What follows belongs to an exercise in optimizing a design on an open flow for small area, a short achievable clock period and few clock cycles per item; a production flow would make more cautious choices.
No functional check of the RTL was part of any run shown here.

## flow/design.v (module list and top-level ports; edited modules follow where they fit)
// module CPU: 671 lines
// module ksadd: 26 lines
// module booth17e: 447 lines
// module booth17enc: 14 lines
// module bkadd67: 266 lines
// module bkadd34: 133 lines
// module bkadd33: 131 lines
module CPU(
				clk,
			  rst_n,
		   IO_stall,
         awid_m_inf,
       awaddr_m_inf,
       awsize_m_inf,
      awburst_m_inf,
        awlen_m_inf,
      awvalid_m_inf,
      awready_m_inf,
        wdata_m_inf,
        wlast_m_inf,
       wvalid_m_inf,
       wready_m_inf,
          bid_m_inf,
        bresp_m_inf,
       bvalid_m_inf,
       bready_m_inf,
         arid_m_inf,
       araddr_m_inf,
        arlen_m_inf,
       arsize_m_inf,
      arburst_m_inf,
      arvalid_m_inf,
      arready_m_inf, 
          rid_m_inf,
        rdata_m_inf,
        rresp_m_inf,
        rlast_m_inf,
       rvalid_m_inf,
       rready_m_inf 
);
  // ...
==> flow/flow/run.sh <==
#!/bin/bash
# Standard layout, with timing repair aiming for a larger setup margin.
set -euo pipefail
bash standard.sh SETUP_SLACK_MARGIN=6 finish > standard_flow.log 2>&1
==> flow/standard.sh <==
#!/bin/bash
# synth_recipe.tcl (not shown) runs the flow's synth.tcl, then flattens the netlist and writes it again
# the make line also repeats each setting of config.mk as NAME=value (left out here)
make -C /OpenROAD-flow-scripts/flow DESIGN_CONFIG=/design/flow/config.mk WORK_HOME=/design/flow/orfs CLKGATE_MAP_FILE= SYNTH_SCRIPT=/design/flow/synth_recipe.tcl "${@:-finish}"
==> flow/config.mk <==
export PLATFORM = sky130hd
export DESIGN_NAME = CPU
export DESIGN_NICKNAME = CPU
export VERILOG_FILES = /design/flow/design.v
export SDC_FILE = /design/flow/constraint.sdc
export NUM_CORES = 8
export LEC_CHECK = 0
export CAP_MARGIN = 20
export CORE_MARGIN = 2
export CORE_UTILIZATION = 62.0
export CTS_CLUSTER_DIAMETER = 120
export CTS_CLUSTER_SIZE = 24
export PLACE_DENSITY = 0.75
export SETUP_SLACK_MARGIN = 5
export SLEW_MARGIN = 20
==> flow/constraint.sdc <==
create_clock -name core_clock -period 10.0 [get_ports {clk}]
set_input_delay 2.0000 -clock core_clock [delete_from_list [all_inputs] [get_ports {clk}]]
set_output_delay 2.0000 -clock core_clock [all_outputs]
set_load 0.01 [all_outputs]
==> key figures, run 1 <==
Status
  – Status: no timing/DRC/antenna violations

Global routing
  – GR Layer Usage met3: 10.0%
  – GR met1 Demand/Resource: 54.6%
  – Largest net degree at the start of global routing: 81
  – Overflow after GRT: 0

Synth
  – Post-synth cell types: 113
  – Compound-Gate Fraction of Synth Area: 18.5%
  – Mapped Cells: 6,116
  – Seq/Total Area, Yosys: 45.2%
  – Mux share of post-synthesis cell area: 2.86%
  – Synth top area cells: edfxtp_1 30%, dfxtp_1 9.4%, dfrtp_1 5.6%
  – Ys flop type: edfxtp_1

Floorplan
  – IO Pins: 230

Clock tree
  – Root buf cell: clkbuf_16
  – CTS max path bufs: 3

Route
  – Drt pass-1 iters: 9
  – Routed length on met1: 80,900 um

Placement
  – Pre-CTS setup slack: 4.49 ns

Final layout
  – Most frequent cells in the layout: 629 x edfxtp_1, 459 x nand2_1, 365 x inv_1
  – Seq. cell area: 28,500 um2

Timing
  – Least-Margin Pin Slew: 1.24 ns
  – Hold Fails Final Rpt: 0

Worst setup path
  – Crit. Startpoint: mp[1]
  – Worst flop-to-flop path startpoint: mp[1]
  – R2r worst-path depth: 17
  – CP max stage delay: 0.40 ns

Hold path
  – Hold Path Class: register to register
==> module CPU, before the edit <==
module CPU(
				clk,
			  rst_n,
		   IO_stall,
         awid_m_inf,
       awaddr_m_inf,
       awsize_m_inf,
      awburst_m_inf,
        awlen_m_inf,
      awvalid_m_inf,
      awready_m_inf,
        wdata_m_inf,
        wlast_m_inf,
       wvalid_m_inf,
       wready_m_inf,
          bid_m_inf,
        bresp_m_inf,
       bvalid_m_inf,
       bready_m_inf,
         arid_m_inf,
       araddr_m_inf,
        arlen_m_inf,
       arsize_m_inf,
      arburst_m_inf,
      arvalid_m_inf,
      arready_m_inf, 
          rid_m_inf,
        rdata_m_inf,
        rresp_m_inf,
        rlast_m_inf,
       rvalid_m_inf,
       rready_m_inf 
);
input  wire clk, rst_n;
output reg  IO_stall;
parameter ID_WIDTH = 4, ADDR_WIDTH = 32, DATA_WIDTH = 16, DRAM_NUMBER = 2, WRIT_NUMBER = 1;
output wire [WRIT_NUMBER * ID_WIDTH-1:0]      awid_m_inf;
output wire [WRIT_NUMBER * ADDR_WIDTH-1:0]  awaddr_m_inf;
output wire [WRIT_NUMBER * 3 -1:0]          awsize_m_inf;
output wire [WRIT_NUMBER * 2 -1:0]         awburst_m_inf;
output wire [WRIT_NUMBER * 7 -1:0]           awlen_m_inf;
output wire [WRIT_NUMBER-1:0]              awvalid_m_inf;
input  wire [WRIT_NUMBER-1:0]              awready_m_inf;
output wire [WRIT_NUMBER * DATA_WIDTH-1:0]   wdata_m_inf;
output wire [WRIT_NUMBER-1:0]                wlast_m_inf;
output wire [WRIT_NUMBER-1:0]               wvalid_m_inf;
input  wire [WRIT_NUMBER-1:0]               wready_m_inf;
input  wire [WRIT_NUMBER * ID_WIDTH-1:0]       bid_m_inf;
input  wire [WRIT_NUMBER * 2 -1:0]           bresp_m_inf;
input  wire [WRIT_NUMBER-1:0]               bvalid_m_inf;
output wire [WRIT_NUMBER-1:0]               bready_m_inf;
output wire [DRAM_NUMBER * ID_WIDTH-1:0]      arid_m_inf;
output wire [DRAM_NUMBER * ADDR_WIDTH-1:0]  araddr_m_inf;
output wire [DRAM_NUMBER * 7 -1:0]           arlen_m_inf;
output wire [DRAM_NUMBER * 3 -1:0]          arsize_m_inf;
output wire [DRAM_NUMBER * 2 -1:0]         arburst_m_inf;
output wire [DRAM_NUMBER-1:0]              arvalid_m_inf;
input  wire [DRAM_NUMBER-1:0]              arready_m_inf;
input  wire [DRAM_NUMBER * ID_WIDTH-1:0]       rid_m_inf;
input  wire [DRAM_NUMBER * DATA_WIDTH-1:0]   rdata_m_inf;
input  wire [DRAM_NUMBER * 2 -1:0]           rresp_m_inf;
input  wire [DRAM_NUMBER-1:0]                rlast_m_inf;
input  wire [DRAM_NUMBER-1:0]               rvalid_m_inf;
output wire [DRAM_NUMBER-1:0]               rready_m_inf;
assign awid_m_inf    = 4'd0;
assign awsize_m_inf  = 3'd1;
assign awburst_m_inf = 2'd1;
assign awlen_m_inf   = 7'd0;
assign wlast_m_inf   = 1'b1;       
assign bready_m_inf  = 1'b1;
assign arid_m_inf    = 8'd0;
assign arsize_m_inf  = {3'd1, 3'd1};
assign arburst_m_inf = {2'd1, 2'd1};
reg  [255:0] rfv;
reg  [15:0]  rv;
reg  [15:0]  wb_en;                
reg  [15:0]  wb_data;
reg  [15:0]  ra_sel, rb_sel, rd_sel;
genvar gi;
generate for (gi = 0; gi < 16; gi = gi + 1) begin : g_rf
    always @(posedge clk) if (wb_en[gi]) rfv[16*gi +: 16] <= wb_data;
end endgenerate
always @(posedge clk or negedge rst_n)
    if (!rst_n) rv <= 16'd0;
    else        rv <= rv | wb_en;
reg  [15:0] ra_raw, rb_raw;
integer ri;
always @(*) begin
    ra_raw = 16'd0;
    rb_raw = 16'd0;
    for (ri = 0; ri < 16; ri = ri + 1) begin
        ra_raw = ra_raw | ({16{ra_sel[ri]}} & rfv[16*ri +: 16]);
        rb_raw = rb_raw | ({16{rb_sel[ri]}} & rfv[16*ri +: 16]);
    end
end
wire [15:0] ra_val = ra_raw & {16{|(ra_sel & rv)}};
wire [15:0] rb_val = rb_raw & {16{|(rb_sel & rv)}};
reg         i_arvalid;
reg  [6:0]  i_arlen;
reg         i_rready;
reg  [7:0]  f_rem;         
reg  [7:0]  f_drop;        
reg         f_drain;       
reg  [10:0] f_addr;        
reg         q0v;
reg  [15:0] q0;
reg  [10:0] ipc;           
reg         rdr;           
reg  [10:0] rdr_tgt;
wire [15:0] i_rdata  = rdata_m_inf[31:16];
wire        i_beat   = rvalid_m_inf[1] & i_rready;
wire [2:0]  op    = q0[15:13];
wire [3:0]  f_rt  = q0[8:5];
wire        f_fn  = q0[0];
wire [4:0]  f_imm = q0[4:0];
wire is_alu  = (op == 3'd0) | (op == 3'd1 & ~f_fn);
wire is_mul  = (op == 3'd1) & f_fn;
wire is_ld   = (op == 3'd2);
wire is_st   = (op == 3'd3);
wire is_br   = (op == 3'd4);
wire is_det  = (op == 3'd7);
wire is_nop  = (op == 3'd5) | (op == 3'd6);
reg  [15:0] busy, kill;
wire [15:0] busy_rd = busy & ~kill;
wire bz_rs  = |(busy_rd & ra_sel);
wire bz_rt  = |(busy_rd & rb_sel);
wire bzw_rt = |(busy & rb_sel);
wire bz_rd  = |(busy & rd_sel);
reg         x_alu, x_sub, x_slt;
reg  [15:0] x_rd;
reg  [16:0] ma, mb;
wire [15:0] alu_sum;
ksadd #(16, 5) u_alu (.a(ma[15:0]), .b(mb[15:0] ^ {16{x_sub}}), .ci(x_sub), .s(alu_sum));
wire        alu_lt  = (ma[15] != mb[15]) ? ma[15] : alu_sum[15];
wire [15:0] alu_res = x_slt ? {15'd0, alu_lt} : alu_sum;
wire        xw_rs   = x_alu & |(x_rd & ra_sel);
wire        xw_rt   = x_alu & |(x_rd & rb_sel);
wire        br_eq   = (ra_val == rb_val);
wire [10:0] ls_addr;
ksadd #(11, 4) u_lsa (.a(ra_val[10:0]), .b({{6{f_imm[4]}}, f_imm}), .ci(1'b0), .s(ls_addr));
wire [10:0] br_tgt  = ipc + 11'd1 + {{6{f_imm[4]}}, f_imm};
reg  [33:0] ms, mc;
reg  [8:0]  bd_one, bd_two, bd_neg;    
reg  [66:0] mp;
reg  [32:0] mq;            
wire [33:0] bs, bc;
booth17e u_mul (.a(ma), .d_one(bd_one), .d_two(bd_two), .d_neg(bd_neg), .s(bs), .c(bc));
wire [33:0] prod;
bkadd34 u_prod (.a(ms), .b(mc), .ci(1'b0), .s(prod));
reg         a_v, s_v, p_v;
reg  [1:0]  a_kind, s_kind, p_kind;
reg         a_first, s_first, p_first;
reg  [1:0]  a_sh, s_sh;
reg         a_buf, s_buf, p_buf;
reg  [3:0]  a_tag, s_tag, p_tag;
wire        p_mul   = p_v & (p_kind == 2'd3);    
wire [15:0] p_oh    = 16'd1 << p_tag;
wire [15:0] pmask   = p_mul ? p_oh : 16'd0;
wire        pw_rs   = p_mul & |(p_oh & ra_sel);
wire        pw_rt   = p_mul & |(p_oh & rb_sel);
wire [15:0] ra_fwd  = xw_rs ? alu_res : pw_rs ? mp[15:0] : ra_val;
wire [15:0] rb_fwd  = xw_rt ? alu_res : pw_rt ? mp[15:0] : rb_val;
wire bzd_rs = |(busy_rd & ~pmask & ra_sel);
wire bzd_rt = |(busy_rd & ~pmask & rb_sel);
wire [15:0] dec_ptag = 16'd1 << p_tag;
wire        p_mulwb = p_mul;                   
wire [15:0] mul_pend = ((a_v & (a_kind == 2'd3)) ? (16'd1 << a_tag) : 16'd0)
                     | ((s_v & (s_kind == 2'd3)) ? (16'd1 << s_tag) : 16'd0)
                     | (p_mul ? dec_ptag : 16'd0);
reg         dt_on;         
reg         dt_sat;        
reg  [2:0]  dt_ph;         
reg  [6:0]  dt_slot;
reg  [3:0]  dt_cnt;
reg  [3:0]  nx_ra, nx_rb;
reg  [1:0]  dt_kind, dt_sh, nx_kind, nx_sh;
reg         dt_first, dt_ha, dt_hb, dt_buf, nx_first, nx_ha, nx_hb, nx_buf;
reg         dt_v, nx_v;
wire [6:0]  dt_nslot;        
always @(*) begin
    nx_ra = 4'd0; nx_rb = 4'd0; nx_kind = 2'd0; nx_first = 1'b0;
    nx_ha = 1'b0; nx_hb = 1'b0; nx_sh = 2'd0; nx_buf = 1'b0; nx_v = 1'b1;
    case (dt_nslot)
        7'd0: begin nx_ra = 4'd0; nx_rb = 4'd5; nx_kind = 2'd0; nx_first = 1'b1; nx_ha = 1'b0; nx_hb = 1'b0; nx_sh = 2'd0; nx_buf = 1'b0; end
        7'd1: begin nx_ra = 4'd1; nx_rb = 4'd4; nx_kind = 2'd0; nx_first = 1'b0; nx_ha = 1'b0; nx_hb = 1'b0; nx_sh = 2'd0; nx_buf = 1'b0; end
        7'd2: begin nx_ra = 4'd10; nx_rb = 4'd15; nx_kind = 2'd1; nx_first = 1'b1; nx_ha = 1'b0; nx_hb = 1'b0; nx_sh = 2'd0; nx_buf = 1'b0; end
        7'd3: begin nx_ra = 4'd11; nx_rb = 4'd14; nx_kind = 2'd1; nx_first = 1'b0; nx_ha = 1'b0; nx_hb = 1'b0; nx_sh = 2'd0; nx_buf = 1'b0; end
        7'd4: begin nx_ra = 4'd0; nx_rb = 4'd6; nx_kind = 2'd0; nx_first = 1'b1; nx_ha = 1'b0; nx_hb = 1'b0; nx_sh = 2'd0; nx_buf = 1'b1; end
        7'd5: begin nx_ra = 4'd2; nx_rb = 4'd4; nx_kind = 2'd0; nx_first = 1'b0; nx_ha = 1'b0; nx_hb = 1'b0; nx_sh = 2'd0; nx_buf = 1'b1; end
        7'd6: begin nx_ra = 4'd11; nx_rb = 4'd13; nx_kind = 2'd1; nx_first = 1'b1; nx_ha = 1'b0; nx_hb = 1'b0; nx_sh = 2'd0; nx_buf = 1'b1; end
        7'd7: begin nx_ra = 4'd9; nx_rb = 4'd15; nx_kind = 2'd1; nx_first = 1'b0; nx_ha = 1'b0; nx_hb = 1'b0; nx_sh = 2'd0; nx_buf = 1'b1; end
        7'd8: begin nx_ra = 4'd0; nx_rb = 4'd0; nx_kind = 2'd2; nx_first = 1'b0; nx_ha = 1'b1; nx_hb = 1'b1; nx_sh = 2'd2; nx_buf = 1'b0; end
        7'd9: begin nx_ra = 4'd0; nx_rb = 4'd7; nx_kind = 2'd0; nx_first = 1'b1; nx_ha = 1'b0; nx_hb = 1'b0; nx_sh = 2'd0; nx_buf = 1'b0; end
        7'd10: begin nx_ra = 4'd3; nx_rb = 4'd4; nx_kind = 2'd0; nx_first = 1'b0; nx_ha = 1'b0; nx_hb = 1'b0; nx_sh = 2'd0; nx_buf = 1'b0; end
        7'd11: begin nx_ra = 4'd9; nx_rb = 4'd14; nx_kind = 2'd1; nx_first = 1'b1; nx_ha = 1'b0; nx_hb = 1'b0; nx_sh = 2'd0; nx_buf = 1'b0; end
        7'd12: begin nx_ra = 4'd10; nx_rb = 4'd13; nx_kind = 2'd1; nx_first = 1'b0; nx_ha = 1'b0; nx_hb = 1'b0; nx_sh = 2'd0; nx_buf = 1'b0; end
        7'd13: begin nx_ra = 4'd0; nx_rb = 4'd0; nx_kind = 2'd2; nx_first = 1'b0; nx_ha = 1'b1; nx_hb = 1'b1; nx_sh = 2'd2; nx_buf = 1'b1; end
        7'd14: begin nx_ra = 4'd1; nx_rb = 4'd6; nx_kind = 2'd0; nx_first = 1'b1; nx_ha = 1'b0; nx_hb = 1'b0; nx_sh = 2'd0; nx_buf = 1'b1; end
        7'd15: begin nx_ra = 4'd2; nx_rb = 4'd5; nx_kind = 2'd0; nx_first = 1'b0; nx_ha = 1'b0; nx_hb = 1'b0; nx_sh = 2'd0; nx_buf = 1'b1; end
        7'd16: begin nx_ra = 4'd8; nx_rb = 4'd15; nx_kind = 2'd1; nx_first = 1'b1; nx_ha = 1'b0; nx_hb = 1'b0; nx_sh = 2'd0; nx_buf = 1'b1; end
        7'd17: begin nx_ra = 4'd11; nx_rb = 4'd12; nx_kind = 2'd1; nx_first = 1'b0; nx_ha = 1'b0; nx_hb = 1'b0; nx_sh = 2'd0; nx_buf = 1'b1; end
        7'd18: begin nx_ra = 4'd0; nx_rb = 4'd0; nx_kind = 2'd2; nx_first = 1'b0; nx_ha = 1'b1; nx_hb = 1'b1; nx_sh = 2'd2; nx_buf = 1'b0; end
        7'd19: begin nx_ra = 4'd1; nx_rb = 4'd7; nx_kind = 2'd0; nx_first = 1'b1; nx_ha = 1'b0; nx_hb = 1'b0; nx_sh = 2'd0; nx_buf = 1'b0; end
        7'd20: begin nx_ra = 4'd3; nx_rb = 4'd5; nx_kind = 2'd0; nx_first = 1'b0; nx_ha = 1'b0; nx_hb = 1'b0; nx_sh = 2'd0; nx_buf = 1'b0; end
        7'd21: begin nx_ra = 4'd10; nx_rb = 4'd12; nx_kind = 2'd1; nx_first = 1'b1; nx_ha = 1'b0; nx_hb = 1'b0; nx_sh = 2'd0; nx_buf = 1'b0; end
        7'd22: begin nx_ra = 4'd8; nx_rb = 4'd14; nx_kind = 2'd1; nx_first = 1'b0; nx_ha = 1'b0; nx_hb = 1'b0; nx_sh = 2'd0; nx_buf = 1'b0; end
        7'd23: begin nx_ra = 4'd0; nx_rb = 4'd0; nx_kind = 2'd2; nx_first = 1'b0; nx_ha = 1'b1; nx_hb = 1'b1; nx_sh = 2'd2; nx_buf = 1'b1; end
        7'd24: begin nx_ra = 4'd2; nx_rb = 4'd7; nx_kind = 2'd0; nx_first = 1'b1; nx_ha = 1'b0; nx_hb = 1'b0; nx_sh = 2'd0; nx_buf = 1'b1; end
        7'd25: begin nx_ra = 4'd3; nx_rb = 4'd6; nx_kind = 2'd0; nx_first = 1'b0; nx_ha = 1'b0; nx_hb = 1'b0; nx_sh = 2'd0; nx_buf = 1'b1; end
        7'd26: begin nx_ra = 4'd8; nx_rb = 4'd13; nx_kind = 2'd1; nx_first = 1'b1; nx_ha = 1'b0; nx_hb = 1'b0; nx_sh = 2'd0; nx_buf = 1'b1; end
        7'd27: begin nx_ra = 4'd9; nx_rb = 4'd12; nx_kind = 2'd1; nx_first = 1'b0; nx_ha = 1'b0; nx_hb = 1'b0; nx_sh = 2'd0; nx_buf = 1'b1; end
        7'd28: begin nx_ra = 4'd0; nx_rb = 4'd0; nx_kind = 2'd2; nx_first = 1'b0; nx_ha = 1'b1; nx_hb = 1'b1; nx_sh = 2'd2; nx_buf = 1'b0; end
        7'd29: begin nx_ra = 4'd0; nx_rb = 4'd5; nx_kind = 2'd0; nx_first = 1'b1; nx_ha = 1'b0; nx_hb = 1'b0; nx_sh = 2'd0; nx_buf = 1'b0; end
        7'd30: begin nx_ra = 4'd1; nx_rb = 4'd4; nx_kind = 2'd0; nx_first = 1'b0; nx_ha = 1'b0; nx_hb = 1'b0; nx_sh = 2'd0; nx_buf = 1'b0; end
        7'd31: begin nx_ra = 4'd0; nx_rb = 4'd0; nx_kind = 2'd2; nx_first = 1'b0; nx_ha = 1'b1; nx_hb = 1'b1; nx_sh = 2'd2; nx_buf = 1'b1; end
        7'd32: begin nx_ra = 4'd10; nx_rb = 4'd15; nx_kind = 2'd1; nx_first = 1'b1; nx_ha = 1'b0; nx_hb = 1'b0; nx_sh = 2'd0; nx_buf = 1'b0; end
        7'd33: begin nx_ra = 4'd11; nx_rb = 4'd14; nx_kind = 2'd1; nx_first = 1'b0; nx_ha = 1'b0; nx_hb = 1'b0; nx_sh = 2'd0; nx_buf = 1'b0; end
        7'd34: begin nx_ra = 4'd0; nx_rb = 4'd6; nx_kind = 2'd0; nx_first = 1'b1; nx_ha = 1'b0; nx_hb = 1'b0; nx_sh = 2'd0; nx_buf = 1'b1; end
        7'd35: begin nx_ra = 4'd2; nx_rb = 4'd4; nx_kind = 2'd0; nx_first = 1'b0; nx_ha = 1'b0; nx_hb = 1'b0; nx_sh = 2'd0; nx_buf = 1'b1; end
        7'd36: begin nx_ra = 4'd11; nx_rb = 4'd13; nx_kind = 2'd1; nx_first = 1'b1; nx_ha = 1'b0; nx_hb = 1'b0; nx_sh = 2'd0; nx_buf = 1'b1; end
        7'd37: begin nx_ra = 4'd9; nx_rb = 4'd15; nx_kind = 2'd1; nx_first = 1'b0; nx_ha = 1'b0; nx_hb = 1'b0; nx_sh = 2'd0; nx_buf = 1'b1; end
        7'd38: begin nx_ra = 4'd0; nx_rb = 4'd0; nx_kind = 2'd2; nx_first = 1'b0; nx_ha = 1'b0; nx_hb = 1'b0; nx_sh = 2'd0; nx_buf = 1'b0; end
        7'd39: begin nx_ra = 4'd0; nx_rb = 4'd0; nx_kind = 2'd2; nx_first = 1'b0; nx_ha = 1'b1; nx_hb = 1'b0; nx_sh = 2'd1; nx_buf = 1'b0; end
        7'd40: begin nx_ra = 4'd0; nx_rb = 4'd0; nx_kind = 2'd2; nx_first = 1'b0; nx_ha = 1'b0; nx_hb = 1'b1; nx_sh = 2'd1; nx_buf = 1'b0; end
        7'd41: begin nx_ra = 4'd0; nx_rb = 4'd7; nx_kind = 2'd0; nx_first = 1'b1; nx_ha = 1'b0; nx_hb = 1'b0; nx_sh = 2'd0; nx_buf = 1'b0; end
        7'd42: begin nx_ra = 4'd3; nx_rb = 4'd4; nx_kind = 2'd0; nx_first = 1'b0; nx_ha = 1'b0; nx_hb = 1'b0; nx_sh = 2'd0; nx_buf = 1'b0; end
        7'd43: begin nx_ra = 4'd9; nx_rb = 4'd14; nx_kind = 2'd1; nx_first = 1'b1; nx_ha = 1'b0; nx_hb = 1'b0; nx_sh = 2'd0; nx_buf = 1'b0; end
        7'd44: begin nx_ra = 4'd10; nx_rb = 4'd13; nx_kind = 2'd1; nx_first = 1'b0; nx_ha = 1'b0; nx_hb = 1'b0; nx_sh = 2'd0; nx_buf = 1'b0; end
        7'd45: begin nx_ra = 4'd0; nx_rb = 4'd0; nx_kind = 2'd2; nx_first = 1'b0; nx_ha = 1'b0; nx_hb = 1'b0; nx_sh = 2'd0; nx_buf = 1'b1; end
        7'd46: begin nx_ra = 4'd0; nx_rb = 4'd0; nx_kind = 2'd2; nx_first = 1'b0; nx_ha = 1'b1; nx_hb = 1'b0; nx_sh = 2'd1; nx_buf = 1'b1; end
        7'd47: begin nx_ra = 4'd0; nx_rb = 4'd0; nx_kind = 2'd2; nx_first = 1'b0; nx_ha = 1'b0; nx_hb = 1'b1; nx_sh = 2'd1; nx_buf = 1'b1; end
        7'd48: begin nx_ra = 4'd1; nx_rb = 4'd6; nx_kind = 2'd0; nx_first = 1'b1; nx_ha = 1'b0; nx_hb = 1'b0; nx_sh = 2'd0; nx_buf = 1'b1; end
        7'd49: begin nx_ra = 4'd2; nx_rb = 4'd5; nx_kind = 2'd0; nx_first = 1'b0; nx_ha = 1'b0; nx_hb = 1'b0; nx_sh = 2'd0; nx_buf = 1'b1; end
        7'd50: begin nx_ra = 4'd8; nx_rb = 4'd15; nx_kind = 2'd1; nx_first = 1'b1; nx_ha = 1'b0; nx_hb = 1'b0; nx_sh = 2'd0; nx_buf = 1'b1; end
        7'd51: begin nx_ra = 4'd11; nx_rb = 4'd12; nx_kind = 2'd1; nx_first = 1'b0; nx_ha = 1'b0; nx_hb = 1'b0; nx_sh = 2'd0; nx_buf = 1'b1; end
        7'd52: begin nx_ra = 4'd0; nx_rb = 4'd0; nx_kind = 2'd2; nx_first = 1'b0; nx_ha = 1'b0; nx_hb = 1'b0; nx_sh = 2'd0; nx_buf = 1'b0; end
        7'd53: begin nx_ra = 4'd0; nx_rb = 4'd0; nx_kind = 2'd2; nx_first = 1'b0; nx_ha = 1'b1; nx_hb = 1'b0; nx_sh = 2'd1; nx_buf = 1'b0; end
        7'd54: begin nx_ra = 4'd0; nx_rb = 4'd0; nx_kind = 2'd2; nx_first = 1'b0; nx_ha = 1'b0; nx_hb = 1'b1; nx_sh = 2'd1; nx_buf = 1'b0; end
        7'd55: begin nx_ra = 4'd1; nx_rb = 4'd7; nx_kind = 2'd0; nx_first = 1'b1; nx_ha = 1'b0; nx_hb = 1'b0; nx_sh = 2'd0; nx_buf = 1'b0; end
        7'd56: begin nx_ra = 4'd3; nx_rb = 4'd5; nx_kind = 2'd0; nx_first = 1'b0; nx_ha = 1'b0; nx_hb = 1'b0; nx_sh = 2'd0; nx_buf = 1'b0; end
        7'd57: begin nx_ra = 4'd10; nx_rb = 4'd12; nx_kind = 2'd1; nx_first = 1'b1; nx_ha = 1'b0; nx_hb = 1'b0; nx_sh = 2'd0; nx_buf = 1'b0; end
        7'd58: begin nx_ra = 4'd8; nx_rb = 4'd14; nx_kind = 2'd1; nx_first = 1'b0; nx_ha = 1'b0; nx_hb = 1'b0; nx_sh = 2'd0; nx_buf = 1'b0; end
        7'd59: begin nx_ra = 4'd0; nx_rb = 4'd0; nx_kind = 2'd2; nx_first = 1'b0; nx_ha = 1'b0; nx_hb = 1'b0; nx_sh = 2'd0; nx_buf = 1'b1; end
        7'd60: begin nx_ra = 4'd0; nx_rb = 4'd0; nx_kind = 2'd2; nx_first = 1'b0; nx_ha = 1'b1; nx_hb = 1'b0; nx_sh = 2'd1; nx_buf = 1'b1; end
        7'd61: begin nx_ra = 4'd0; nx_rb = 4'd0; nx_kind = 2'd2; nx_first = 1'b0; nx_ha = 1'b0; nx_hb = 1'b1; nx_sh = 2'd1; nx_buf = 1'b1; end
        7'd62: begin nx_ra = 4'd2; nx_rb = 4'd7; nx_kind = 2'd0; nx_first = 1'b1; nx_ha = 1'b0; nx_hb = 1'b0; nx_sh = 2'd0; nx_buf = 1'b1; end
        7'd63: begin nx_ra = 4'd3; nx_rb = 4'd6; nx_kind = 2'd0; nx_first = 1'b0; nx_ha = 1'b0; nx_hb = 1'b0; nx_sh = 2'd0; nx_buf = 1'b1; end
        7'd64: begin nx_ra = 4'd8; nx_rb = 4'd13; nx_kind = 2'd1; nx_first = 1'b1; nx_ha = 1'b0; nx_hb = 1'b0; nx_sh = 2'd0; nx_buf = 1'b1; end
        7'd65: begin nx_ra = 4'd9; nx_rb = 4'd12; nx_kind = 2'd1; nx_first = 1'b0; nx_ha = 1'b0; nx_hb = 1'b0; nx_sh = 2'd0; nx_buf = 1'b1; end
        7'd66: begin nx_ra = 4'd0; nx_rb = 4'd0; nx_kind = 2'd2; nx_first = 1'b0; nx_ha = 1'b0; nx_hb = 1'b0; nx_sh = 2'd0; nx_buf = 1'b0; end
        7'd67: begin nx_ra = 4'd0; nx_rb = 4'd0; nx_kind = 2'd2; nx_first = 1'b0; nx_ha = 1'b1; nx_hb = 1'b0; nx_sh = 2'd1; nx_buf = 1'b0; end
        7'd68: begin nx_ra = 4'd0; nx_rb = 4'd0; nx_kind = 2'd2; nx_first = 1'b0; nx_ha = 1'b0; nx_hb = 1'b1; nx_sh = 2'd1; nx_buf = 1'b0; end
        7'd69: begin nx_ra = 4'd0; nx_rb = 4'd0; nx_kind = 2'd2; nx_first = 1'b0; nx_ha = 1'b0; nx_hb = 1'b0; nx_sh = 2'd0; nx_buf = 1'b1; end
        7'd70: begin nx_ra = 4'd0; nx_rb = 4'd0; nx_kind = 2'd2; nx_first = 1'b0; nx_ha = 1'b1; nx_hb = 1'b0; nx_sh = 2'd1; nx_buf = 1'b1; end
        7'd71: begin nx_ra = 4'd0; nx_rb = 4'd0; nx_kind = 2'd2; nx_first = 1'b0; nx_ha = 1'b0; nx_hb = 1'b1; nx_sh = 2'd1; nx_buf = 1'b1; end
        default: ;
    endcase
end
reg  [32:0] t0, b0, t1, b1;      
reg  [66:0] acc;
wire [32:0] t_sel = dt_buf ? t1 : t0;
wire [32:0] b_sel = dt_buf ? b1 : b0;
wire [16:0] ch_a  = dt_ha ? t_sel[32:16] : {1'b0, t_sel[15:0]};
wire [16:0] ch_b  = dt_hb ? b_sel[32:16] : {1'b0, b_sel[15:0]};
wire dt_issue = dt_on & (dt_ph == 3'd0) & ~dt_sat;
wire [32:0] x_new;
bkadd33 u_minor (.a(mq), .b(~mp[32:0]), .ci(1'b1), .s(x_new));
wire [66:0] acc_sum;
ksadd #(67, 7) u_acc (.a(acc), .b(mp), .ci(1'b0), .s(acc_sum));
wire        sat_ok  = (&acc[66:15]) | ~(|acc[66:15]);
wire [15:0] det_res = sat_ok ? acc[15:0] : (acc[66] ? 16'h8000 : 16'h7fff);
reg  [10:0] dm_addr;       
reg         d_arvalid;
reg         la1_v;         
reg  [10:0] la1;
reg  [1:0]  ld_cnt;        
reg  [3:0]  ld_tag0, ld_tag1;
reg         md_v;          
reg  [15:0] md;
reg  [3:0]  md_tag;
reg         d_rready;
reg         d_awvalid, d_wvalid;
reg  [1:0]  st_ph;         
reg  [10:0] st_addr;
reg  [15:0] wd;
assign awaddr_m_inf  = {20'd1, st_addr, 1'b0};
assign arvalid_m_inf = {i_arvalid, d_arvalid};
assign araddr_m_inf  = {20'd1, f_addr, 1'b0, 20'd1, dm_addr, 1'b0};
assign arlen_m_inf   = {i_arlen, 7'd0};
assign rready_m_inf  = {i_rready, d_rready};
assign awvalid_m_inf = d_awvalid;
assign wdata_m_inf   = wd;
assign wvalid_m_inf  = d_wvalid;
wire d_beat = rvalid_m_inf[0] & d_rready;
wire s_mul  = s_v & (s_kind == 2'd3);      
wire hz_alu = bzd_rs | bzd_rt | s_mul | |(mul_pend & rd_sel);
wire hz_mul = bzd_rs | bzd_rt | bz_rd;
wire hz_ld  = bz_rs | bzw_rt | ld_cnt[1] | xw_rs;
wire hz_st  = bz_rs | bzd_rt | xw_rs;
wire hz_br  = bz_rs | bz_rt | xw_rs | xw_rt;
reg  [3:0] rc;
reg        rc_full, rc_z;      
wire       q0ok    = q0v & ~rc_full & ~rdr;
wire st_wpend = st_ph[0] | (st_ph == 2'd2);
wire go_alu = q0ok & is_alu & ~hz_alu;
wire go_mul = q0ok & is_mul & ~hz_mul;
wire go_ld  = q0ok & is_ld  & ~hz_ld;
wire go_st  = q0ok & is_st  & ~hz_st & (st_ph == 2'd0) & rc_z;
wire go_br  = q0ok & is_br  & ~hz_br;
wire go_nop = q0ok & is_nop;
wire go_det = q0ok & is_det & ~dt_on;
wire dt_pause = dt_v & (dt_kind != 2'd2) & (bzd_rs | bzd_rt);
wire dt_adv   = dt_issue & ~dt_pause;
wire st_done = (st_ph == 2'd3) & bvalid_m_inf;
wire dt_early = dt_issue & (dt_slot == 7'd35) & ~((&acc[66:51]) | ~(|acc[66:51]));
wire dt_done = dt_on & ((dt_ph == 3'd4) | dt_sat) & ~p_mulwb & ~busy_rd[0];
wire pop   = go_alu | go_mul | go_ld | go_br | go_nop | go_st | dt_done;
wire taken = go_br & br_eq & (f_imm != 5'd0);
wire inc   = go_alu | go_mul | go_ld | go_br | go_nop | dt_done;
wire ret   = (st_ph == 2'd0) ? (~rc_z | inc) : st_done;
wire [3:0] rc_n = rc + {3'd0, inc} - {3'd0, ret & (st_ph == 2'd0)};
wire [15:0] dec_md   = 16'd1 << md_tag;
wire [15:0] dec_ld0  = 16'd1 << ld_tag0;
wire        k_md     = |(dec_md & kill);
wire        k_ld0    = |(dec_ld0 & kill);
wire wb_busy = p_mulwb | x_alu | dt_done;
wire md_wb   = md_v & ~wb_busy & ~k_md;
wire rd_wb   = d_beat & ~md_v & ~wb_busy & ~k_ld0;
wire md_kl   = md_v & k_md;
wire rd_kl   = d_beat & ~md_v & k_ld0;
always @(*) begin
    if (p_mulwb)      begin wb_en = dec_ptag; wb_data = mp[15:0]; end
    else if (x_alu)   begin wb_en = x_rd;     wb_data = alu_res;  end
    else if (dt_done) begin wb_en = 16'd1;    wb_data = det_res;  end
    else if (md_v)    begin wb_en = md_wb ? dec_md : 16'd0; wb_data = md; end
    else              begin wb_en = rd_wb ? dec_ld0 : 16'd0; wb_data = rdata_m_inf[15:0]; end
end
wire [15:0] set_mul = go_mul ? rd_sel : 16'd0;
wire [15:0] set_ld  = go_ld  ? rb_sel : 16'd0;
wire [15:0] clr_mul = p_mul ? dec_ptag : 16'd0;
wire [15:0] clr_md  = (md_wb | md_kl) ? dec_md : 16'd0;
wire [15:0] clr_rd  = (rd_wb | rd_kl) ? dec_ld0 : 16'd0;
wire [15:0] set_kl  = go_alu ? (rd_sel & busy & ~clr_mul & ~clr_md & ~clr_rd) : 16'd0;
always @(posedge clk or negedge rst_n)
    if (!rst_n) begin
        busy <= 16'd0;
        kill <= 16'd0;
    end else begin
        busy <= (busy & ~clr_mul & ~clr_md & ~clr_rd) | set_mul | set_ld;
        kill <= ((kill & ~clr_mul & ~clr_md & ~clr_rd) | set_kl) & ~set_mul & ~set_ld;
    end
always @(posedge clk or negedge rst_n)
    if (!rst_n) begin
        IO_stall <= 1'b1;
        rc       <= 4'd0;
        rc_full  <= 1'b0;
        rc_z     <= 1'b1;
    end else begin
        IO_stall <= ~ret;
        rc       <= rc_n;
        rc_full  <= (rc_n == 4'd15);
        rc_z     <= (rc_n == 4'd0);
    end
reg  [15:0] ib0, ib1;
reg         ib_rp;
reg  [1:0]  ib_cnt;
wire        rem_z   = (f_rem == 8'd0);
wire        rem_1   = (f_rem == 8'd1);
wire        drop_z  = (f_drop == 8'd0);
wire        push    = i_beat & drop_z;
wire [7:0]  rem_n   = f_rem - {7'd0, i_beat};
wire        end_n   = rem_z | (rem_1 & i_beat);    
wire [10:0] f_addr_1 = f_addr + 11'd1;
reg  [10:0] rd_d;
reg  [4:0]  rdr_k;
wire        rd_inb  = ~rem_z & ({1'b0, rd_d} < {4'd0, f_rem});
wire        rd_jmp  = q0v & (rdr_k[4:2] == 3'd0) & (rdr_k[1:0] != 2'd0) & (rdr_k[1:0] <= ib_cnt);
wire [10:0] tgt_d   = br_tgt - f_addr;
always @(posedge clk) begin
    if (taken) begin
        rd_d  <= i_beat ? tgt_d - 11'd1 : tgt_d;
        rdr_k <= f_imm;
    end
end
wire        hold_ar = q0v & is_br;
wire        q_adv   = (pop & ~rdr) | (rdr & rd_jmp);
wire [1:0]  adv     = rdr ? rdr_k[1:0] : 2'd1;
wire        rd_idx  = ib_rp + adv[0] - 1'b1;
reg  [15:0] ib_rd;
always @(*) begin
    ib_rd = rd_idx ? ib1 : ib0;
end
reg  [7:0]  drop_n;
reg  [1:0]  cnt_n;
reg         rp_n;
reg         q0v_n, drain_n, q0_beat, q0_ib, ib_push, new_ar;
reg  [10:0] sa, ipc_n;
always @(*) begin
    drop_n  = f_drop - {7'd0, i_beat & ~drop_z};
    drain_n = f_drain;
    q0v_n   = q0v;
    cnt_n   = ib_cnt;
    rp_n    = ib_rp;
    q0_beat = 1'b0;
    q0_ib   = 1'b0;
    ib_push = 1'b0;
    ipc_n   = ipc;
    sa      = f_drain ? rdr_tgt : (i_beat ? f_addr_1 : f_addr);
    new_ar  = end_n & ~hold_ar;
    if (rdr & ~rd_jmp) begin
        q0v_n = 1'b0;
        cnt_n = 2'd0;
        ipc_n = rdr_tgt;
        new_ar = end_n;
        if (rd_inb) begin
            if (i_beat) begin
                if (rd_d == 11'd0) begin q0v_n = 1'b1; q0_beat = 1'b1; drop_n = 8'd0; end
                else drop_n = {1'b0, rd_d[6:0]} - 8'd1;
            end else drop_n = {1'b0, rd_d[6:0]};
        end else begin
            drop_n  = rem_n;
            drain_n = 1'b1;
            sa      = rdr_tgt;
        end
    end else if (q_adv) begin
        ipc_n = ipc + {9'd0, adv};
        if (ib_cnt >= adv) begin
            q0_ib  = 1'b1;
            q0v_n  = 1'b1;
            rp_n   = ib_rp + adv[0];
            cnt_n  = ib_cnt - adv + {1'd0, push};
            ib_push = push;
        end else begin                       
            q0v_n  = push;
            q0_beat = push;
            cnt_n  = 2'd0;
        end
    end else if (push) begin
        if (!q0v) begin q0_beat = 1'b1; q0v_n = 1'b1; end
        else      begin ib_push = 1'b1; cnt_n = ib_cnt + 2'd1; end
    end
    if (new_ar) drain_n = 1'b0;
end
wire [6:0]  sa_len  = (sa[10:7] == 4'hf) ? ~sa[6:0] : 7'd127;
wire        ib_wp   = ib_rp + ib_cnt[0];
always @(posedge clk) begin
    if (q0_beat)     q0 <= i_rdata;
    else if (q0_ib)  q0 <= ib_rd;
    if (ib_push & ~ib_wp) ib0 <= i_rdata;
    if (ib_push & ib_wp)  ib1 <= i_rdata;
    if (taken)       rdr_tgt <= br_tgt;
end
always @(posedge clk or negedge rst_n) begin
    if (!rst_n) begin
        i_arvalid <= 1'b0;
        i_arlen   <= 7'd0;
        i_rready  <= 1'b0;
        f_rem     <= 8'd0;
        f_drop    <= 8'd0;
        f_drain   <= 1'b0;
        f_addr    <= 11'd0;
        q0v       <= 1'b0;
        ib_cnt    <= 2'd0;
        ib_rp     <= 1'b0;
        ipc       <= 11'd0;
        rdr       <= 1'b0;
    end else begin
        rdr <= taken;
        ipc <= ipc_n;
        if (i_arvalid & arready_m_inf[1]) i_arvalid <= 1'b0;
        if (new_ar) begin                   
            i_arvalid <= 1'b1;
            i_arlen   <= sa_len;
            f_addr    <= sa;
            f_rem     <= {1'b0, sa_len} + 8'd1;
        end else begin
            if (i_beat) f_addr <= f_addr_1;
            f_rem   <= rem_n;
        end
        f_drain  <= drain_n;
        f_drop   <= drop_n;
        q0v      <= q0v_n;
        ib_cnt   <= cnt_n;
        ib_rp    <= rp_n;
        i_rready <= (drop_n != 8'd0) | ~(q0v_n & (cnt_n == 2'd2));
    end
end
wire dt_issue_n = go_det | (dt_adv & (dt_slot != 7'd71) & ~dt_done);
always @(posedge clk) begin
    if (dt_issue_n) begin
        ra_sel <= 16'd1 << nx_ra;
        rb_sel <= 16'd1 << nx_rb;
    end else if (q0_beat) begin
        ra_sel <= 16'd1 << i_rdata[12:9];
        rb_sel <= 16'd1 << i_rdata[8:5];
    end else if (q0_ib) begin
        ra_sel <= 16'd1 << ib_rd[12:9];
        rb_sel <= 16'd1 << ib_rd[8:5];
    end
    if (q0_beat)    rd_sel <= 16'd1 << i_rdata[4:1];
    else if (q0_ib) rd_sel <= 16'd1 << ib_rd[4:1];
end
wire [8:0] chb_one, chb_two, chb_neg, rbf_one, rbf_two, rbf_neg;
booth17enc u_enc_ch (.b(ch_b), .d_one(chb_one), .d_two(chb_two), .d_neg(chb_neg));
booth17enc u_enc_rb (.b({rb_fwd[15], rb_fwd}), .d_one(rbf_one), .d_two(rbf_two), .d_neg(rbf_neg));
always @(posedge clk) begin
    if (dt_adv & (dt_kind == 2'd2)) begin
        ma <= ch_a;
        mb <= ch_b;
        bd_one <= chb_one; bd_two <= chb_two; bd_neg <= chb_neg;
    end else begin
        ma <= {ra_fwd[15], ra_fwd};
        mb <= {rb_fwd[15], rb_fwd};
        bd_one <= rbf_one; bd_two <= rbf_two; bd_neg <= rbf_neg;
    end
    x_rd  <= rd_sel;
    x_sub <= f_fn | (op == 3'd1);
    x_slt <= (op == 3'd1);
    ms <= bs;
    mc <= bc;
    if (dt_on & (dt_ph == 3'd2)) mp <= {58'd0, q0[8:0]};       
    else case (s_sh)
        2'd0:    mp <= {{33{prod[33]}}, prod};
        2'd1:    mp <= {{17{prod[33]}}, prod, 16'd0};
        default: mp <= {prod[33], prod, 32'd0};
    endcase
    a_kind  <= dt_adv ? dt_kind : 2'd3;
    a_first <= dt_adv & dt_first;
    a_sh    <= dt_adv ? dt_sh : 2'd0;
    a_buf   <= dt_buf;
    a_tag   <= q0[4:1];
    s_kind <= a_kind; s_first <= a_first; s_sh <= a_sh; s_buf <= a_buf; s_tag <= a_tag;
    p_kind <= s_kind; p_first <= s_first; p_buf <= s_buf; p_tag <= s_tag;
end
always @(posedge clk or negedge rst_n)
    if (!rst_n) begin a_v <= 1'b0; s_v <= 1'b0; p_v <= 1'b0; x_alu <= 1'b0; end
    else        begin a_v <= go_mul | (dt_adv & dt_v); s_v <= a_v; p_v <= s_v; x_alu <= go_alu; end
always @(posedge clk) begin
    if (p_v & p_first) mq <= mp[32:0];
    if (p_v & ~p_first & (p_kind[1] == 1'b0)) begin
        case ({p_buf, p_kind[0]})
            2'b00: t0 <= x_new;
            2'b01: b0 <= x_new;
            2'b10: t1 <= x_new;
            2'b11: b1 <= x_new;
        endcase
    end
    if (go_det)                                acc <= 67'd0;
    else if (p_v & (p_kind == 2'd2))           acc <= acc_sum;
    else if (dt_on & (dt_ph == 3'd2) & (dt_cnt != 4'd0))
                                               acc <= {acc[66], acc[66], acc[66:2]};
    else if (dt_on & (dt_ph == 3'd3))          acc <= acc_sum;
end
assign dt_nslot = go_det ? 7'd0 : dt_slot + 7'd1;
always @(posedge clk) begin
    if (go_det | dt_adv) begin
        dt_kind <= nx_kind; dt_first <= nx_first;
        dt_ha <= nx_ha; dt_hb <= nx_hb; dt_sh <= nx_sh; dt_buf <= nx_buf; dt_v <= nx_v;
    end
end
always @(posedge clk or negedge rst_n) begin
    if (!rst_n) begin
        dt_on   <= 1'b0;
        dt_ph   <= 3'd0;
        dt_slot <= 7'd0;
        dt_cnt  <= 4'd0;
        dt_sat  <= 1'b0;
    end else begin
        dt_sat <= ~go_det & ~dt_done & (dt_sat | dt_early);
        if (go_det) begin
            dt_on   <= 1'b1;
            dt_ph   <= 3'd0;
            dt_slot <= 7'd0;
        end else if (dt_done) begin
            dt_on   <= 1'b0;
            dt_ph   <= 3'd0;
        end else if (dt_on) begin
            case (dt_ph)
                3'd0: if (dt_adv) begin
                    dt_slot <= dt_slot + 7'd1;
                    if (dt_slot == 7'd71) begin dt_ph <= 3'd1; dt_cnt <= 4'd2; end
                end
                3'd1: begin        
                    dt_cnt <= dt_cnt - 4'd1;
                    if (dt_cnt == 4'd0) begin dt_ph <= 3'd2; dt_cnt <= q0[12:9]; end
                end
                3'd2: begin        
                    dt_cnt <= dt_cnt - 4'd1;
                    if (dt_cnt == 4'd0) dt_ph <= 3'd3;
                end
                3'd3: dt_ph <= 3'd4;
                default: ;         
            endcase
        end
    end
end
wire d_arhs = d_arvalid & arready_m_inf[0];
reg  d_arq, d_arh, la1_h;
wire a_free = ~d_arq | d_arhs;
wire [1:0] ld_cnt_n = ld_cnt + {1'b0, go_ld} - {1'b0, d_beat};
reg  [1:0] st_lw;
wire [1:0] st_lw_n = st_lw - {1'b0, d_beat & (st_lw != 2'd0)};
always @(posedge clk) begin
    if (go_st) st_addr <= ls_addr;
    if (go_st) wd <= rb_fwd;
    if (d_beat & ~rd_wb & ~rd_kl) begin md <= rdata_m_inf[15:0]; md_tag <= ld_tag0; end
    if (a_free) begin
        if (la1_v)      dm_addr <= la1;
        else if (go_ld) dm_addr <= ls_addr;
    end
    if (go_ld & ~(a_free & ~la1_v)) la1 <= ls_addr;
    if (d_beat) begin
        ld_tag0 <= (go_ld & (ld_cnt == 2'd1)) ? f_rt : ld_tag1;
        ld_tag1 <= f_rt;
    end else if (go_ld) begin
        if (ld_cnt == 2'd0) ld_tag0 <= f_rt;
        else                ld_tag1 <= f_rt;
    end
end
always @(posedge clk or negedge rst_n) begin
    if (!rst_n) begin
        d_arvalid <= 1'b0;
        d_arq     <= 1'b0;
        d_arh     <= 1'b0;
        la1_v     <= 1'b0;
        la1_h     <= 1'b0;
        ld_cnt    <= 2'd0;
        md_v      <= 1'b0;
        d_rready  <= 1'b0;
        d_awvalid <= 1'b0;
        d_wvalid  <= 1'b0;
        st_ph     <= 2'd0;
        st_lw     <= 2'd0;
    end else begin : dport
        reg md_v_n, arq_n, arh_n;
        if (a_free) begin
            if (la1_v) begin
                arq_n = 1'b1; arh_n = la1_h & st_wpend;
                la1_v <= go_ld; la1_h <= st_wpend;
            end else if (go_ld) begin
                arq_n = 1'b1; arh_n = st_wpend;
            end else begin
                arq_n = 1'b0; arh_n = 1'b0;
            end
        end else begin
            arq_n = 1'b1; arh_n = d_arh & st_wpend;
            if (go_ld) begin la1_v <= 1'b1; la1_h <= st_wpend; end
            else la1_h <= la1_h & st_wpend;
        end
        d_arq     <= arq_n;
        d_arh     <= arh_n;
        d_arvalid <= arq_n & ~arh_n;
        ld_cnt <= ld_cnt_n;
        st_lw  <= go_st ? (ld_cnt - {1'b0, d_beat}) : st_lw_n;
        md_v_n = (md_v & ~md_wb & ~md_kl) | (d_beat & ~rd_wb & ~rd_kl);
        md_v     <= md_v_n;
        d_rready <= ~md_v_n;
        case (st_ph)
            2'd0: if (go_st) begin d_awvalid <= 1'b1; st_ph <= 2'd1; end
            2'd1: if (awready_m_inf) begin
                      d_awvalid <= 1'b0; st_ph <= 2'd2;
                      d_wvalid  <= (st_lw_n == 2'd0);
                  end
            2'd2: if (d_wvalid) begin
                      if (wready_m_inf) begin d_wvalid <= 1'b0; st_ph <= 2'd3; end
                  end else if (st_lw_n == 2'd0) d_wvalid <= 1'b1;
            2'd3: if (bvalid_m_inf) st_ph <= 2'd0;
        endcase
    end
end
endmodule
==> run 2: changes to the inputs <==
--- a/flow/design.v
+++ b/flow/design.v
@@ -103,6 +103,6 @@
 reg         f_drain;       
 reg  [10:0] f_addr;        
-reg         q0v;
-reg  [15:0] q0;
+reg         q0v, q1v;
+reg  [15:0] q0, q1;
 reg  [10:0] ipc;           
 reg         rdr;           
@@ -329,10 +329,10 @@
 wire md_kl   = md_v & k_md;
 wire rd_kl   = d_beat & ~md_v & k_ld0;
+wire [15:0] wb_oth  = p_mulwb ? mp[15:0] : dt_done ? det_res : md;
+wire [15:0] wb_en_e = p_mulwb ? dec_ptag : x_alu ? x_rd : dt_done ? 16'd1 : md_wb ? dec_md : 16'd0;
+wire        rd_ok   = d_rready & ~md_v & ~wb_busy & ~k_ld0;
 always @(*) begin
-    if (p_mulwb)      begin wb_en = dec_ptag; wb_data = mp[15:0]; end
-    else if (x_alu)   begin wb_en = x_rd;     wb_data = alu_res;  end
-    else if (dt_done) begin wb_en = 16'd1;    wb_data = det_res;  end
-    else if (md_v)    begin wb_en = md_wb ? dec_md : 16'd0; wb_data = md; end
-    else              begin wb_en = rd_wb ? dec_ld0 : 16'd0; wb_data = rdata_m_inf[15:0]; end
+    wb_data = x_alu ? alu_res : (p_mulwb | dt_done | md_v) ? wb_oth : rdata_m_inf[15:0];
+    wb_en   = wb_en_e | ((rd_ok & rvalid_m_inf[0]) ? dec_ld0 : 16'd0);
 end
 wire [15:0] set_mul = go_mul ? rd_sel : 16'd0;
@@ -362,91 +362,124 @@
         rc_z     <= (rc_n == 4'd0);
     end
-reg  [15:0] ib0, ib1;
-reg         ib_rp;
-reg  [1:0]  ib_cnt;
 wire        rem_z   = (f_rem == 8'd0);
 wire        rem_1   = (f_rem == 8'd1);
 wire        drop_z  = (f_drop == 8'd0);
-wire        push    = i_beat & drop_z;
-wire [7:0]  rem_n   = f_rem - {7'd0, i_beat};
-wire        end_n   = rem_z | (rem_1 & i_beat);    
 wire [10:0] f_addr_1 = f_addr + 11'd1;
+wire [10:0] ipc_1   = ipc + 11'd1;
 reg  [10:0] rd_d;
-reg  [4:0]  rdr_k;
+reg         rdr_imm1;
 wire        rd_inb  = ~rem_z & ({1'b0, rd_d} < {4'd0, f_rem});
-wire        rd_jmp  = q0v & (rdr_k[4:2] == 3'd0) & (rdr_k[1:0] != 2'd0) & (rdr_k[1:0] <= ib_cnt);
+wire        rd_q1   = q1v & rdr_imm1;
 wire [10:0] tgt_d   = br_tgt - f_addr;
 always @(posedge clk) begin
     if (taken) begin
-        rd_d  <= i_beat ? tgt_d - 11'd1 : tgt_d;
-        rdr_k <= f_imm;
+        rd_d     <= i_beat ? tgt_d - 11'd1 : tgt_d;
+        rdr_imm1 <= (f_imm == 5'd1);
     end
 end
 wire        hold_ar = q0v & is_br;
-wire        q_adv   = (pop & ~rdr) | (rdr & rd_jmp);
-wire [1:0]  adv     = rdr ? rdr_k[1:0] : 2'd1;
-wire        rd_idx  = ib_rp + adv[0] - 1'b1;
-reg  [15:0] ib_rd;
+wire        push_1  = drop_z;
+wire        push_0  = 1'b0;
+wire [7:0]  rem_n_1 = f_rem - 8'd1;
+wire [7:0]  rem_n_0 = f_rem;
+wire        end_n_1 = rem_z | rem_1;
+wire        end_n_0 = rem_z;
+reg  [7:0]  drop_n_1, drop_n_0;
+reg         q0v_n_1, q1v_n_1, drain_n_1, q0_beat_1, q0_q1_1, q1_beat_1, new_ar_1;
+reg         q0v_n_0, q1v_n_0, drain_n_0, q0_beat_0, q0_q1_0, q1_beat_0, new_ar_0;
+reg  [10:0] sa_1, ipc_n_1, sa_0, ipc_n_0;
 always @(*) begin
-    ib_rd = rd_idx ? ib1 : ib0;
+    drop_n_1  = f_drop - {7'd0, 1'b1 & ~drop_z};
+    drain_n_1 = f_drain;
+    q0v_n_1   = q0v;
+    q1v_n_1   = q1v;
+    q0_beat_1 = 1'b0;
+    q0_q1_1   = 1'b0;
+    q1_beat_1 = 1'b0;
+    ipc_n_1   = ipc;
+    sa_1      = f_drain ? rdr_tgt : (1'b1 ? f_addr_1 : f_addr);
+    new_ar_1  = end_n_1 & ~hold_ar;
+    if (rdr & ~rd_q1) begin
+        q0v_n_1 = 1'b0;
+        q1v_n_1 = 1'b0;
+        ipc_n_1 = rdr_tgt;
+        new_ar_1 = end_n_1;
+        if (rd_inb) begin
+            if (1'b1) begin
+                if (rd_d == 11'd0) begin q0v_n_1 = 1'b1; q0_beat_1 = 1'b1; drop_n_1 = 8'd0; end
+                else drop_n_1 = {1'b0, rd_d[6:0]} - 8'd1;
+            end else drop_n_1 = {1'b0, rd_d[6:0]};
+        end else begin
+            drop_n_1  = rem_n_1;
+            drain_n_1 = 1'b1;
+            sa_1      = rdr_tgt;
+        end
+    end else if (pop | rdr) begin
+        ipc_n_1 = ipc_1;
+        if (q1v) begin q0_q1_1 = 1'b1; q0v_n_1 = 1'b1; q1v_n_1 = push_1; q1_beat_1 = push_1; end
+        else     begin q0v_n_1 = push_1; q0_beat_1 = push_1; q1v_n_1 = 1'b0; end
+    end else if (push_1) begin
+        if (!q0v) begin q0_beat_1 = 1'b1; q0v_n_1 = 1'b1; end
+        else      begin q1_beat_1 = 1'b1; q1v_n_1 = 1'b1; end
+    end
+    if (new_ar_1) drain_n_1 = 1'b0;
 end
-reg  [7:0]  drop_n;
-reg  [1:0]  cnt_n;
-reg         rp_n;
-reg         q0v_n, drain_n, q0_beat, q0_ib, ib_push, new_ar;
-reg  [10:0] sa, ipc_n;
 always @(*) begin
-    drop_n  = f_drop - {7'd0, i_beat & ~drop_z};
-    drain_n = f_drain;
-    q0v_n   = q0v;
-    cnt_n   = ib_cnt;
-    rp_n    = ib_rp;
-    q0_beat = 1'b0;
-    q0_ib   = 1'b0;
-    ib_push = 1'b0;
-    ipc_n   = ipc;
-    sa      = f_drain ? rdr_tgt : (i_beat ? f_addr_1 : f_addr);
-    new_ar  = end_n & ~hold_ar;
-    if (rdr & ~rd_jmp) begin
-        q0v_n = 1'b0;
-        cnt_n = 2'd0;
-        ipc_n = rdr_tgt;
-        new_ar = end_n;
+    drop_n_0  = f_drop - {7'd0, 1'b0 & ~drop_z};
+    drain_n_0 = f_drain;
+    q0v_n_0   = q0v;
+    q1v_n_0   = q1v;
+    q0_beat_0 = 1'b0;
+    q0_q1_0   = 1'b0;
+    q1_beat_0 = 1'b0;
+    ipc_n_0   = ipc;
+    sa_0      = f_drain ? rdr_tgt : (1'b0 ? f_addr_1 : f_addr);
+    new_ar_0  = end_n_0 & ~hold_ar;
+    if (rdr & ~rd_q1) begin
+        q0v_n_0 = 1'b0;
+        q1v_n_0 = 1'b0;
+        ipc_n_0 = rdr_tgt;
+        new_ar_0 = end_n_0;
         if (rd_inb) begin
-            if (i_beat) begin
-                if (rd_d == 11'd0) begin q0v_n = 1'b1; q0_beat = 1'b1; drop_n = 8'd0; end
-                else drop_n = {1'b0, rd_d[6:0]} - 8'd1;
-            end else drop_n = {1'b0, rd_d[6:0]};
+            if (1'b0) begin
+                if (rd_d == 11'd0) begin q0v_n_0 = 1'b1; q0_beat_0 = 1'b1; drop_n_0 = 8'd0; end
+                else drop_n_0 = {1'b0, rd_d[6:0]} - 8'd1;
+            end else drop_n_0 = {1'b0, rd_d[6:0]};
         end else begin
-            drop_n  = rem_n;
-            drain_n = 1'b1;
-            sa      = rdr_tgt;
-        end
-    end else if (q_adv) begin
-        ipc_n = ipc + {9'd0, adv};
-        if (ib_cnt >= adv) begin
-            q0_ib  = 1'b1;
-            q0v_n  = 1'b1;
-            rp_n   = ib_rp + adv[0];
-            cnt_n  = ib_cnt - adv + {1'd0, push};
-            ib_push = push;
-        end else begin                       
-            q0v_n  = push;
-            q0_beat = push;
-            cnt_n  = 2'd0;
+            drop_n_0  = rem_n_0;
+            drain_n_0 = 1'b1;
+            sa_0      = rdr_tgt;
         end
-    end else if (push) begin
-        if (!q0v) begin q0_beat = 1'b1; q0v_n = 1'b1; end
-        else      begin ib_push = 1'b1; cnt_n = ib_cnt + 2'd1; end
+    end else if (pop | rdr) begin
+        ipc_n_0 = ipc_1;
+        if (q1v) begin q0_q1_0 = 1'b1; q0v_n_0 = 1'b1; q1v_n_0 = push_0; q1_beat_0 = push_0; end
+        else     begin q0v_n_0 = push_0; q0_beat_0 = push_0; q1v_n_0 = 1'b0; end
+    end else if (push_0) begin
+        if (!q0v) begin q0_beat_0 = 1'b1; q0v_n_0 = 1'b1; end
+        else      begin q1_beat_0 = 1'b1; q1v_n_0 = 1'b1; end
     end
-    if (new_ar) drain_n = 1'b0;
+    if (new_ar_0) drain_n_0 = 1'b0;
 end
-wire [6:0]  sa_len  = (sa[10:7] == 4'hf) ? ~sa[6:0] : 7'd127;
-wire        ib_wp   = ib_rp + ib_cnt[0];
+wire [6:0]  sa_len_1 = (sa_1[10:7] == 4'hf) ? ~sa_1[6:0] : 7'd127;
+wire [6:0]  sa_len_0 = (sa_0[10:7] == 4'hf) ? ~sa_0[6:0] : 7'd127;
+wire        rdy_1    = (drop_n_1 != 8'd0) | ~(q0v_n_1 & q1v_n_1);
+wire        rdy_0    = (drop_n_0 != 8'd0) | ~(q0v_n_0 & q1v_n_0);
+wire [7:0]  drop_n  = i_beat ? drop_n_1  : drop_n_0;
+wire        q0v_n   = i_beat ? q0v_n_1   : q0v_n_0;
+wire        q1v_n   = i_beat ? q1v_n_1   : q1v_n_0;
+wire        drain_n = i_beat ? drain_n_1 : drain_n_0;
+wire        q0_beat = i_beat & q0_beat_1;
+wire        q0_q1   = i_beat ? q0_q1_1   : q0_q1_0;
+wire        q1_beat = i_beat & q1_beat_1;
+wire        new_ar  = i_beat ? new_ar_1  : new_ar_0;
+wire [10:0] sa      = i_beat ? sa_1      : sa_0;
+wire [6:0]  sa_len  = i_beat ? sa_len_1  : sa_len_0;
+wire [10:0] ipc_n   = ipc_n_0;
+wire [7:0]  rem_n   = i_beat ? rem_n_1   : rem_n_0;
+wire        rdy_n   = i_beat ? rdy_1     : rdy_0;
 always @(posedge clk) begin
     if (q0_beat)     q0 <= i_rdata;
-    else if (q0_ib)  q0 <= ib_rd;
-    if (ib_push & ~ib_wp) ib0 <= i_rdata;
-    if (ib_push & ib_wp)  ib1 <= i_rdata;
+    else if (q0_q1)  q0 <= q1;
+    if (q1_beat)     q1 <= i_rdata;
     if (taken)       rdr_tgt <= br_tgt;
 end
@@ -461,6 +494,5 @@
         f_addr    <= 11'd0;
         q0v       <= 1'b0;
-        ib_cnt    <= 2'd0;
-        ib_rp     <= 1'b0;
+        q1v       <= 1'b0;
         ipc       <= 11'd0;
         rdr       <= 1'b0;
@@ -481,7 +513,6 @@
         f_drop   <= drop_n;
         q0v      <= q0v_n;
-        ib_cnt   <= cnt_n;
-        ib_rp    <= rp_n;
-        i_rready <= (drop_n != 8'd0) | ~(q0v_n & (cnt_n == 2'd2));
+        q1v      <= q1v_n;
+        i_rready <= rdy_n;
     end
 end
@@ -494,10 +525,10 @@
         ra_sel <= 16'd1 << i_rdata[12:9];
         rb_sel <= 16'd1 << i_rdata[8:5];
-    end else if (q0_ib) begin
-        ra_sel <= 16'd1 << ib_rd[12:9];
-        rb_sel <= 16'd1 << ib_rd[8:5];
+    end else if (q0_q1) begin
+        ra_sel <= 16'd1 << q1[12:9];
+        rb_sel <= 16'd1 << q1[8:5];
     end
     if (q0_beat)    rd_sel <= 16'd1 << i_rdata[4:1];
-    else if (q0_ib) rd_sel <= 16'd1 << ib_rd[4:1];
+    else if (q0_q1) rd_sel <= 16'd1 << q1[4:1];
 end
 wire [8:0] chb_one, chb_two, chb_neg, rbf_one, rbf_two, rbf_neg;
--- a/flow/config.mk
+++ b/flow/config.mk
@@ -8,8 +8,5 @@
 export CAP_MARGIN = 20
 export CORE_MARGIN = 2
-export CORE_UTILIZATION = 62.0
-export CTS_CLUSTER_DIAMETER = 120
-export CTS_CLUSTER_SIZE = 24
-export PLACE_DENSITY = 0.75
+export CORE_UTILIZATION = 55.0
 export SETUP_SLACK_MARGIN = 5
 export SLEW_MARGIN = 20
==> run 2 against run 1 <==
Net effect: still clean on timing, DRC and antenna; synthesized cell count is 0.38% higher; routed wire length rose by 2.3%; global-route usage down 3.0 points; sequential share of layout area decreased by 1.4 points; sequential cell count decreased by 22; register-to-register slack better by 0.06 ns; cell area up 1.0%; non-clock buffer count fell by 24; final cell count rose by 3.5%; clock-buffer cell count up 53; worst setup slack improved by 0.057 ns; critical path type unchanged.
==> key figures, run 2 <==
Synth
  – Seq/Total Area, Yosys: 44.6% (-0.59 points)
  – Most frequent cells after synthesis: 609 x edfxtp_1, 472 x nand2_1, 394 x a21oi_1, 394 x nor2_1, 375 x inv_1
  – Top-count cell post-synth: edfxtp_1
  – Synth top area share: 29.4%
  – Yosys top cell by area: edfxtp_1
  – Synth top area cells: edfxtp_1 29%, dfxtp_1 9.5%, dfrtp_1 5.6%
  – Mapped Cells: 6,139 (+0.38%)
  – Ys flop type: edfxtp_1
  – Synthesized area: 62,200 um2
  – Post-synth EDFFs: 609
  – Post-synth cell types: 103 (-8.8%)
  – Yosys reg bits: 1,046
  – Synth Area per Inst: 10.1 um2
  – Async SR Flop Fraction: 13.5%
  – Synthesis warning total: 4

Clock tree
  – Clk slew on worst S/H paths: 0.06 ns
  – Root buf cell: clkbuf_16
  – CTS max path bufs: 3 (unchanged)
  – CTS Sinks: 1,046
  – CTS tree: done
  – Hold buffer count at CTS: 0
  – Clock Latency Late Sink: 0.75 ns
  – # H-tree levels: 3
  – Total CTS buffers: 114

Timing
  – Period utilisation layout: 40.4%
  – Least-Margin Pin Slew: 1.15 ns (-0.0873 ns)
  – Slew margin rel.: 22.7%
  – Total Neg Setup Slack: 0 ns
  – Tmin final: 4.04 ns
  – RSZ-0062 raised after global routing: true
  – Peak Freq: 247 MHz
  – Worst hold margin: 0.326 ns
  – Hold Fails Final Rpt: 0 (unchanged)
  – Final setup vio count: 0
  – Layout Skew: 0.0565 ns
  – Max-slew violations: 0

Final layout
  – Most frequent cells in the layout: 609 x edfxtp_1, 468 x nand2_1, 381 x nor2_1
  – Commonest non-fill, non-tap cell in the layout: edfxtp_1
  – Largest register FFs: 256
  – Layout cell share with drive strength beyond 1: 13.6%
  – Biggest regs: rfv (256), acc (67), mp (66)
  – Fillers: 9,106
  – # nets final: 6,741
  – Area Growth Syn to Fin: 15.1%
  – Reg with most FFs: rfv

Route
  – Routed Antenna Nets: 0
  – Total vias in the final route: 51,902
  – WL final: 219,000 um
  – Drt wl/cell: 27.8 um
  – DR iter-0 viols: 6,814
  – Drt pass-1 iters: 7 (-2)
  – Via/cell ratio: 6.58
  – DRC Markers: 0

Floorplan
  – Width of the chip: 340 um
  – Die Height: 340 um
  – Total die area: 116,000 um2
  – Core area: 112,000 um2
  – Number of cell rows: 123
  – IO Pins: 230 (unchanged)
  – Initial Util: 55.3%

Global routing
  – Largest net degree at the start of global routing: 88 (+8.6%)
  – Antenna violations before repair: 4
  – Via count of the first global-routing pass: 49,097
  – Total global-route track usage: 37.0%
  – First-pass GRT wire length: 321,000 um
  – Overflow after GRT: 0 (unchanged)

Worst setup path
  – CP startpoint kind: register
  – R2R setup slack: 5.96 ns
  – Crit path DAT: 4.52 ns
  – CP Class: register to register
  – Worst flop-to-flop path startpoint: q0[2]
  – Largest fanout on the critical path: 5
  – Req. time, crit path: 10.48 ns
  – Crit. Startpoint: q0[2]
  – Critical Path Sink Type: register

Flow run
  – Max-cap violations: 0

Placement
  – DP Wirelength: 144,000 um
  – Routability congestion estimate: 0.978
  – Port-buffer cells: 103

Hold path
  – Hold Crit Start: a_sh[1]
  – Hold Path Class: register to register

Status
  – Status: no timing/DRC/antenna violations
## run 2: cell types whose count changed after synthesis, moves of 17 or more
cell,previous run,this run
nor3_1,106,130
a21o_1,88,70
mux2i_1,62,36
a211oi_1,71,88
and2_1,21,52
a21oi_1,375,394
nand2b_1,55,35
o31ai_1,16,36
edfxtp_1,629,609
## run 2: logic make-up (layout without fill, tap and decap cells)
family / Yosys count / after routing / share of synthesized area [%]
xor gates and xnor gates: 389 / 389 / 5.48
AOI/OAI and AO/OA: 1755 / 1759 / 19.2
muxes: 118 / 118 / 2.70
adders and majority gates: 394 / 394 / 9.63
other: 2 / 110 / 0.0121
and+or+nand+nor: 1582 / 1584 / 12.5
DFF: 1046 / 1046 / 44.6
buffers and inverters: 853 / 993 / 5.89
## run 2: area by class of cell
class                           instances  area (um2)  share of cell area (%)
Antenna cell                            4        10.0                  0.0140
Clock inverter                         77         910                    1.27
Multi-Input combinational cell       4350       32700                    45.6
Timing Repair Buffer                  399        3830                    5.35
Tap cell                             1500        1880                    2.62
Clock buffer                          140        3080                    4.31
Inverter                              377        1430                    2.00
Sequential cell                      1046       27800                    38.8
## run 2: repair_timing
item / in CTS / in global routing
cloned: 6 / 6
setup buffers: 78 / 75
pin swaps: 52 / 64
setup endpoints to repair: 811 / 348
gates resized for setup: 200 / 145
## run 2: worst paths after layout
kind / cells after the start / endpoint
max: 16 / rd_d[10]
min: 0 / s_sh[1]
min in group asynchronous: 1 / i_arlen[2]
max in group asynchronous: 2 / d_arvalid
max reg2reg: 16 / rd_d[10]
min reg2reg: 0 / s_sh[1]
## run 2: routing by layer
metal	vias to the layer above	GRT usage (%)	part of all wire, %
li1	22754	-	-
met1	25327	52.8	41
met2	3178	54.2	42
met3	643	8.71	11
met4	0	14.9	5.0
met5	-	0	0
## run 2: metrics by stage
stage,utilization (%),setup slack (ns),cells,area [um2]
final,63.7,5.96,7893,71600
after global routing,63.7,5.77,7889,71600
after CTS,62.6,5.96,7807,70300
after detailed placement,57.5,4.42,7506,64600
after global placement,57.5,4.41,7506,64600
after floorplan,-,5.74,6243,62600
## run 2: critical path, cell delays in order (launching register included)
cell and delay [ns]:
edfxtp_1 0.78, ha_1 0.41, nor2b_1 0.16, o21ai_1 0.16
nand2_1 0.08, nor2_1 0.11, nor2_2 0.07, ha_1 0.31
a21boi_0 0.14, o21ai_1 0.19, a21boi_1 0.11, o21a_1 0.21
o21ai_2 0.16, or4b_4 0.48, o311ai_2 0.10, xnor2_1 0.21
xnor2_1 0.10

[afterwards: timing with drivers on the ports]
Ports are ideal in the flow. The routed layouts listed here were re-timed in OpenROAD. Step 1 sets driving cells, clkbuf_16 on the clock port and buf_2 on the other inputs (assumed; they add their load-dependent delay and slew). Step 2 times the ports against the registers' clock, not the clock port: input delays grow and output delays shrink by t, the midpoint of the rising clock arrivals with the driver on. Three values: no drivers, after step 1, after step 2; two values: the first two.
run | t (ns) | slack for setup (ns) | worst setup path after step 2 | worst data-port slew with drivers (ns) | pins driven straight from the clock port
run 1 | 0.776 | 5.902 / 5.902 / 5.328 | input to register | 0.08 | 1
run 2 | 0.806 | 5.959 / 5.959 / 5.328 | input to register | 0.05 | 1
After both steps setup and hold are still met in every run listed. The setup slack of run 2, which loses most, moves by 0.000 ns with the drivers and by -0.631 ns with both steps.
